What follows belongs to an exercise in optimizing a design on an open flow for small area; a production flow would make more cautious choices.
The RTL was checked by simulation tests, not by an equivalence proof against the original design.
Power is estimated from default activity; no workload was simulated.

`flow/config.mk`:
```
export PLATFORM = sky130hd
export DESIGN_NAME = flappy_core
export DESIGN_NICKNAME = flappy_core
export VERILOG_FILES = /design/flow/design.v
export SDC_FILE = /design/flow/constraint.sdc
export NUM_CORES = 4
export LEC_CHECK = 0
export CAP_MARGIN = 20
export CORE_MARGIN = 2
export CORE_UTILIZATION = 40
export SLEW_MARGIN = 20
```
`flow/constraint.sdc`:
```
create_clock -name core_clock -period 10.0 [get_ports {clock}]
set_input_delay 2.0000 -clock core_clock [delete_from_list [all_inputs] [get_ports {clock}]]
set_output_delay 2.0000 -clock core_clock [all_outputs]
set_load 0.01 [all_outputs]
```
`flow/design.v`:
```
module flappy_core(
    input clock,
    input resetn,
    input go,
    input fly,
    output reg [8:0] x_vga,
    output reg [6:0] y_vga,
    output reg [2:0] colour_vga,
    output [7:0] count_food,
    output [6:0] hex0,
    output [6:0] hex1
    );
    localparam S_WAIT = 3'd0, S_RESET = 3'd1, S_ERASE = 3'd2,
               S_BIRD = 3'd3, S_FOOD = 3'd4, S_TREE = 3'd5;
    reg [2:0] st, nst;
    reg [10:0] rc;           
    reg [1:0] fc;            
    wire upd1 = (rc == 11'd0);
    wire upd2 = (fc == 2'd0);
    wire finish, hit;
    always @(*) begin
        case (st)
            S_WAIT:  nst = go ? S_WAIT : S_RESET;
            S_RESET: nst = go ? S_ERASE : S_RESET;
            S_ERASE: nst = finish ? S_FOOD : S_ERASE;
            S_FOOD:  nst = upd1 ? S_BIRD : S_FOOD;
            S_BIRD:  nst = upd1 ? S_TREE : S_BIRD;
            S_TREE:  nst = hit ? S_WAIT : (upd2 ? S_ERASE : S_TREE);
            default: nst = S_ERASE;
        endcase
    end
    always @(posedge clock) begin
        if (!resetn) begin
            st <= S_ERASE;
            rc <= 11'd1999;
            fc <= 2'd3;
        end else begin
            st <= nst;
            rc <= upd1 ? 11'd1999 : rc - 11'd1;
            if (upd1) fc <= fc - 2'd1;
        end
    end
    wire rst = !resetn | (st == S_RESET);    
    wire chg = (nst != st);
    reg [7:0] cx;
    reg [6:0] cy;
    reg [1:0] round, rd;
    reg [5:0] yh;                  
    reg [6:0] p;                   
    reg [1:0] lead;                
    reg [6:0] yf0, yf1, yf2;       
    reg e, e_d;                    
    reg [6:0] c0, c1, c2;          
    reg [3:0] r4;
    reg [5:0] r6;
    wire [6:0] yb = {yh, 1'b0};
    reg [7:0] ow; reg [6:0] oh; reg [5:0] ox; reg [5:0] oy; reg ocol;
    always @(*) begin
        if (round == 2'd0) begin
            ow = 8'd0; oh = 7'd0; ox = 6'd0; oy = 6'd0; ocol = 1'b0;
        end else case (rd)
            2'd2: begin ow = 8'd120; oh = 7'd40; ox = 6'd20; oy = 6'd40; ocol = 1'b1; end
            2'd3: begin ow = 8'd40; oh = 7'd100; ox = 6'd60; oy = 6'd10; ocol = 1'b1; end
            default: begin ow = 8'd160; oh = 7'd120; ox = 6'd0; oy = 6'd0; ocol = 1'b0; end
        endcase
    end
    wire [1:0] slot = (rd == lead) ? 2'd0 :
                      (rd == ((lead == 2'd2) ? 2'd0 : lead + 2'd1)) ? 2'd1 : 2'd2;
    wire [8:0] xf_rd = {2'b00, p} + ((slot == 2'd1) ? 9'd53 : (slot == 2'd2) ? 9'd106 : 9'd0);
    wire [6:0] yf_rd = (rd == 2'd0) ? yf0 : (rd == 2'd1) ? yf1 : yf2;
    wire [6:0] yfl = (lead == 2'd0) ? yf0 : (lead == 2'd1) ? yf1 : yf2;
    wire [1:0] own = p[5] ? ((lead == 2'd0) ? 2'd2 : lead - 2'd1) : lead;
    wire f_rd = e & (own == rd);
    reg [8:0] xo; reg [6:0] yo; reg [2:0] co;
    always @(*) begin
        case (st)
            S_BIRD:  begin xo = 9'd20 - cx[1:0]; yo = yb + cy[1:0]; co = 3'b100; end
            S_TREE:  begin xo = xf_rd + 9'd2 - cx[2:0]; yo = yf_rd + 7'd6 + cy; co = 3'b010; end
            S_FOOD:  begin xo = xf_rd - cx[1:0]; yo = yf_rd + cy[1:0]; co = f_rd ? 3'b011 : 3'b110; end
            S_ERASE: begin xo = cx; yo = cy; co = 3'b011; end
            default: begin xo = ox + cx; yo = oy + cy; co = {3{ocol}}; end
        endcase
    end
    reg [7:0] xend; reg yend;
    always @(*) begin
        case (st)
            S_ERASE: begin xend = 8'd159; yend = (cy == 7'd119); end
            S_BIRD:  begin xend = 8'd3; yend = (cy == 7'd3); end
            S_FOOD:  begin xend = 8'd3; yend = (cy == 7'd3); end
            S_TREE:  begin xend = 8'd7; yend = (yo == 7'd119); end
            default: begin xend = ow; yend = (cy == oh); end
        endcase
    end
    wire xw = (cx == xend);
    assign finish = xw & yend;    
    always @(posedge clock) begin
        if (!resetn | chg | (st == S_RESET)) begin
            cx <= 8'd0; cy <= 7'd0; round <= 2'd0;
        end else begin
            cx <= xw ? 8'd0 : cx + 8'd1;
            if (xw) begin
                if (yend) begin
                    cy <= 7'd0;
                    if (st == S_WAIT) round <= (round == 2'd3) ? 2'd2 : round + 2'd1;
                    else if (st == S_FOOD || st == S_TREE) round <= (round == 2'd2) ? 2'd0 : round + 2'd1;
                end else
                    cy <= cy + 7'd1;
            end
        end
        rd <= round;
    end
    always @(posedge clock) begin
        if (rst) begin
            x_vga <= 9'd0; y_vga <= 7'd0; colour_vga <= 3'd0;
        end else begin
            x_vga <= xo; y_vga <= yo; colour_vga <= co;
        end
    end
    wire shift_edge = (st == S_ERASE) & (cx == 8'd0) & (cy == 7'd0);
    wire [6:0] ynew = r4 + r6 + 7'd30;
    always @(posedge clock) begin
        if (rst) begin
            yh <= 6'd20; p <= 7'd112; lead <= 2'd0;
            yf0 <= 7'd105; yf1 <= 7'd65; yf2 <= 7'd90;
        end else if (shift_edge) begin
            yh <= fly ? yh - 6'd2 : yh + 6'd1;
            if (p == 7'd0) begin
                p <= 7'd53;
                lead <= (lead == 2'd2) ? 2'd0 : lead + 2'd1;
                if (lead == 2'd0) yf0 <= ynew;
                if (lead == 2'd1) yf1 <= ynew;
                if (lead == 2'd2) yf2 <= ynew;
            end else
                p <= p - 7'd1;
        end
    end
    always @(posedge clock) begin
        if (rst) begin
            r4 <= 4'b1110; r6 <= 6'b111110;
        end else begin
            r4 <= {r4[2:0], r4[2] ^ r4[3]};
            r6 <= {r6[4:0], r6[5] ^ r6[3] ^ r6[2]};
        end
    end
    wire eat = (p >= 7'd17) & (p <= 7'd23) & (yb > yfl - 7'd4) & (yb < yfl + 7'd4);
    always @(posedge clock) begin
        if (rst | (p[5] & !p[0])) e <= 1'b0;
        else if (eat) e <= 1'b1;
        e_d <= rst ? 1'b0 : e;
    end
    wire inc = e & !e_d;
    always @(posedge clock) begin
        if (rst) begin
            c0 <= 7'd0; c1 <= 7'd0; c2 <= 7'd0;
        end else if (inc) begin
            if (lead == 2'd0) c0 <= c0 + 7'd1;
            if (lead == 2'd1) c1 <= c1 + 7'd1;
            if (lead == 2'd2) c2 <= c2 + 7'd1;
        end
    end
    assign count_food = c0 + c1 + c2;
    assign hit = (yb == 7'd0) | (yb == 7'd116) |
                 ((p >= 7'd14) & (p <= 7'd26) & (yb > yfl + 7'd2)) |
                 ((p == 7'd25) & (yb > yfl + 7'd1));
    hex H0(.hex_digit(count_food[3:0]), .segments(hex0));
    hex H1(.hex_digit(count_food[7:4]), .segments(hex1));
endmodule
module hex(hex_digit, segments);
    input [3:0] hex_digit;
    output reg [6:0] segments;
    always @(*)
        case (hex_digit)
            4'h0: segments = 7'b1000000;
            4'h1: segments = 7'b1111001;
            4'h2: segments = 7'b0100100;
            4'h3: segments = 7'b0110000;
            4'h4: segments = 7'b0011001;
            4'h5: segments = 7'b0010010;
            4'h6: segments = 7'b0000010;
            4'h7: segments = 7'b1111000;
            4'h8: segments = 7'b0000000;
            4'h9: segments = 7'b0011000;
            4'hA: segments = 7'b0001000;
            4'hB: segments = 7'b0000011;
            4'hC: segments = 7'b1000110;
            4'hD: segments = 7'b0100001;
            4'hE: segments = 7'b0000110;
            default: segments = 7'b0001110;
        endcase
endmodule
```
`flow/run.sh`:
```
#!/bin/bash
# synth_recipe.tcl (not shown) runs the flow's synth.tcl, then flattens the netlist and writes it again
# the make line also repeats each setting of config.mk as NAME=value (left out here)
make -C /OpenROAD-flow-scripts/flow DESIGN_CONFIG=/design/flow/config.mk WORK_HOME=/design/flow/orfs CLKGATE_MAP_FILE= SYNTH_SCRIPT=/design/flow/synth_recipe.tcl finish
```
==> run notes <==
Run status
The flow ran to the end and the layout has no timing, DRC or antenna violations.

Route
The count of antenna-violating nets left after detailed routing is 0. The initial detailed-routing violation count is 576. The final routed wire length divided by cell count is 15.8 µm.

The number of optimization iterations in the first detailed-route pass is 5. The vias after detailed routing is 8299. The routed wire length is 24.5 mm. After detailed routing, the number of vias per cell comes to 5.35. For this run, design rule violations remaining after detail routing come to 0.

Setup path
The source of the critical timing path is c1[1]. The sort of element at the end of the critical path is an output pin. The worst setup path endpoint is hex1[3]. STA puts the critical path data arrival time at 4.31 ns. The internal reg-to-reg setup slack is 4.73 ns.

The data required time at the worst endpoint is 8.00 ns. In this run the critical register-to-register path is captured at cy[6]. On the worst path, the slowest cell contributes a delay of 0.55 ns. The slowest stage of the critical path is the xor2_1 cell.

In this run the worst path has a maximum fanout of 10. The number of cell instances on the worst register-to-register path is 17. The worst setup path is launched from a flop. The worst register-to-register path begins at lead[1].

Counting both buffers and inverters, the worst setup path holds a total of 2. By startpoint and endpoint, the worst setup path is classified as reg2out. The signal on the critical path passes through fa_1, ha_1, fa_1, a21o_1, a21oi_1, o21bai_1, a21oi_1, xor2_1, inv_1, nand2_1, o21ai_0, a221o_1, clkdlybuf4s50_1. The cell count along the critical path is 13. Grouping stages by cell kind, the critical path spends the most delay in adder cells.

Yosys
After synthesis, the share of flip-flops with an asynchronous set or reset is 0%. The number of register bits inferred by synthesis is 123. The synthesized netlist devotes 19.1% of its cell area to adder and majority cells. The average instance in the mapped netlist occupies 8.09 µm². The cell type with the largest total area after synthesis is dfxtp_1. The xor-xnor portion of the synthesized cell area is 10.3%. The number of nets produced by synthesis is 1343. The portion of synthesized area spent on multiplexers is 2.28%.

In this run, distinct cell masters in the synthesized netlist total 77. Synthesis produced 1201 cells. Among all cell types in the netlist, the one instantiated most often is nand2_1. Summing the areas of all compound-gate instances in the mapped netlist gives 17.4% of the synthesized area.

The number of enable-type register cells in the synthesized netlist is 0. The synthesized netlist devotes 19.9% of its cell area to simple gates. After synthesis, the most frequently instantiated cells are nand2_1 (124), dfxtp_1 (123), ha_1 (122).

The top cell type's share of synthesized area is 25.3%. Yosys printed 2 warnings. By area the synthesized netlist is led by dfxtp_1 (25%), ha_1 (16%), xnor2_1 (6.2%). The leading register cell type out of synthesis is dfxtp_1. The largest family of logic cells by synthesized area is simple AND/OR/NAND/NOR gates. Sequential elements use 25.3% of the synthesized area. The post-synthesis instance area is 0.00972 mm².

Min path
In this run the most critical hold path is launched from rc[0]. The worst hold-check path type is reg2reg.

Floorplan
Once the floorplan was initialized, standard cells occupied 40.3% of the core. The die boundary width is 160 µm. The floorplan has 57 rows.

The die area is 0.0256 mm². The top-level port count is 45. The floorplan step set the die height to 160 µm.

The total area inside the core boundary comes to 0.0241 mm².

Pwr
The final total power is 1.65 mW. The power density relative to cell area is 151 mW/mm². The cell-internal power is 1.05 mW. VDD sags by at most 108 µV. The analysis attributes to cell leakage a power of 4.60 nW. The part of the total power dissipated in the clock network is 34.6%. The net load switching power is 0.599 mW. Net switching is 36.3% of the power. The share of total power dissipated in sequential elements is 35.6%. The relative contribution of combinational cells to total power is 29.8%.

Cells and area
The net count of the finished layout is 1358. The layout overhead on the synthesized area is 12.9%. The largest registers in the layout are rc x11, x_vga x9, cx x8. The most flop-heavy register is rc.

Fill cells in the final layout number 2409. The count of inserted antenna diode cells is 0. Of the cells placed in the final design, the portion with a size suffix greater than 1 is 4.89%. The flip-flop count of the largest register after layout is 11. The final core area utilization is 45.5%.

STA
Across all setup checks in the final design, the least slack found is 3.69 ns. The final setup skew is 0.0110 ns. The number of pins exceeding their max-slew limit in the final report was 0. The pin slew with the least headroom to its limit is 1.01 ns. The worst pin sits at a relative slew slack of 32.7%. The setup TNS after final layout is 0 ns.

The minimum clock period after layout is 6.31 ns. Setup repair after global routing left no endpoint under its margin. Setup violations remaining at the end of the flow were counted as 0. The highest clock rate is 159 MHz. The number of failing hold endpoints at the final stage is 0.

The final critical path takes up 63.1% of the cycle.

Clock network
The hold-fix buffer count after cts is 0. Clock-pin slew was measured on the worst setup and hold paths at 0.06 ns. In this run the deepest clock path goes through 2 buffers. The H-tree level count is 4. The number of setup buffers added after CTS is 0. The sink count of the clock tree is 123. The clock tree from TritonCTS is built. The number of buffers created by CTS is 17. Clock tree synthesis selected as its root buffer the cell clkbuf_16. Clock latency on the worst-skew pair, taken at its later pin, is 0.42 ns.

After clock tree synthesis, the repair step resized 0 gates.

GRT
The global-route met1 utilization is 27.2%. The total track usage is 19.5%. Entering global routing, the biggest net connects 59 pins. The via count of the first global-routing pass is 7816. The global-route layer with the greatest usage is met2.

The global routing met3 resource utilization is 3.14%. The initial antenna violation count was 0. The global-route wire length before repair is 40.5 mm.

The global-route met2 utilization is 31.2%. The total overflow left after global routing is 0.

Placement
The minimum setup slack after placement is 4.15 ns. Port buffering added 44 buffers. Detailed placement ended at an HPWL of 17.9 mm. Routability-driven placement finished with a final weighted congestion of 0.844.

Flow run
The number of maximum-capacitance violations is 0.
==> metal layers <==
metal	vias up	wire, µm	share of wire [%]
li1	4209	-	-
met1	3891	12100	49
met2	171	11000	45
met3	28	1020	4.2
met4	0	365	1.5
met5	-	0	0
==> power groups by stage <==
stage                     Sequential, mW  Clock, mW  Combinational (mW)
after floorplan                    0.567          0               0.396
after global placement             0.600          0               0.480
after detailed placement           0.599          0               0.489
after CTS                          0.589      0.583               0.493
after global routing               0.597      0.609               0.561
final                              0.588      0.571               0.492
==> stage by stage <==
| step | std cells | instance area [µm²] | hold WS [ns] |
|---|---|---|---|
| 2_1_floorplan | 1201 | 9720 | 0.379 |
| 3_3_place_gp | 1521 | 10400 | 0.394 |
| 3_5_place_dp | 1521 | 10400 | 0.395 |
| 4_1_cts | 1552 | 11000 | 0.410 |
| 5_1_grt | 1552 | 11000 | 0.458 |
| 6_report | 1552 | 11000 | 0.409 |
==> cell type report <==
type	count	area, µm²	share of cell area [%]
inverter	89	334	3.04
tap	324	405	3.69
clock buffer	17	425	3.88
clock inverter	14	116	1.06
multi-input combinational	931	6720	61.2
timing repair buffer	54	515	4.70
sequential	123	2460	22.4
==> kinds of logic after synthesis <==
logic type / Yosys count
muxes: 22
adders and majority gates: 139
AOI/OAI and AO/OA: 258
and+or+nand+nor: 398
DFF: 123
xor gates and xnor gates: 114
buffers and inverters: 147
==> cells in the final DEF, fill, tap and decap left out, types with 17 or more instances in the layout <==
| master | instances |
|---|---|
| mux2i_1 | 21 |
| xor2_1 | 45 |
| clkdlybuf4s50_1 | 44 |
| inv_1 | 89 |
| a21o_1 | 20 |
| nand2_1 | 124 |
| nor3_1 | 19 |
| o21ai_0 | 44 |
| a21oi_1 | 84 |
| clkbuf_16 | 17 |
| dfxtp_1 | 123 |
| ha_1 | 122 |
| nand3_1 | 55 |
| nor2_1 | 97 |
| xnor2_1 | 69 |
==> worst min-delay path by stage <==
stage / to / slack, ns / cells past startpoint
2_1_floorplan: rc[0] / 0.38 / 1
3_3_place_gp: rc[0] / 0.39 / 1
3_5_place_dp: rc[0] / 0.40 / 1
4_1_cts: rc[0] / 0.41 / 1
5_1_grt: rc[0] / 0.46 / 1
6_report: rc[0] / 0.41 / 1

[separate check: timing with driven ports]
The results above use ideal ports. As a check the final layout listed here was re-extracted and re-timed, cells and wires unchanged.
Step 1, drivers: a clkbuf_16 drives clock and a buf_2 each remaining input, both assumed.
Step 2 adds t to the input delays and takes it off the output delays; t is the mean of the earliest and latest rising clock arrival at the registers after step 1. Input paths then give back, and output paths get back, about the clock's delay inside the block.
a / b / c = ideal ports / drivers / drivers and shift; a / b = the first two.
shift t [ns]: 0.465
setup slack, ns: 3.695 / 3.647 / 4.112
latest minus earliest clock arrival (ns): 0.012 / 0.012
After both steps setup and hold are still met in this run. For this run, drivers alone change the setup slack by -0.048 ns; drivers and shift together by +0.417 ns.
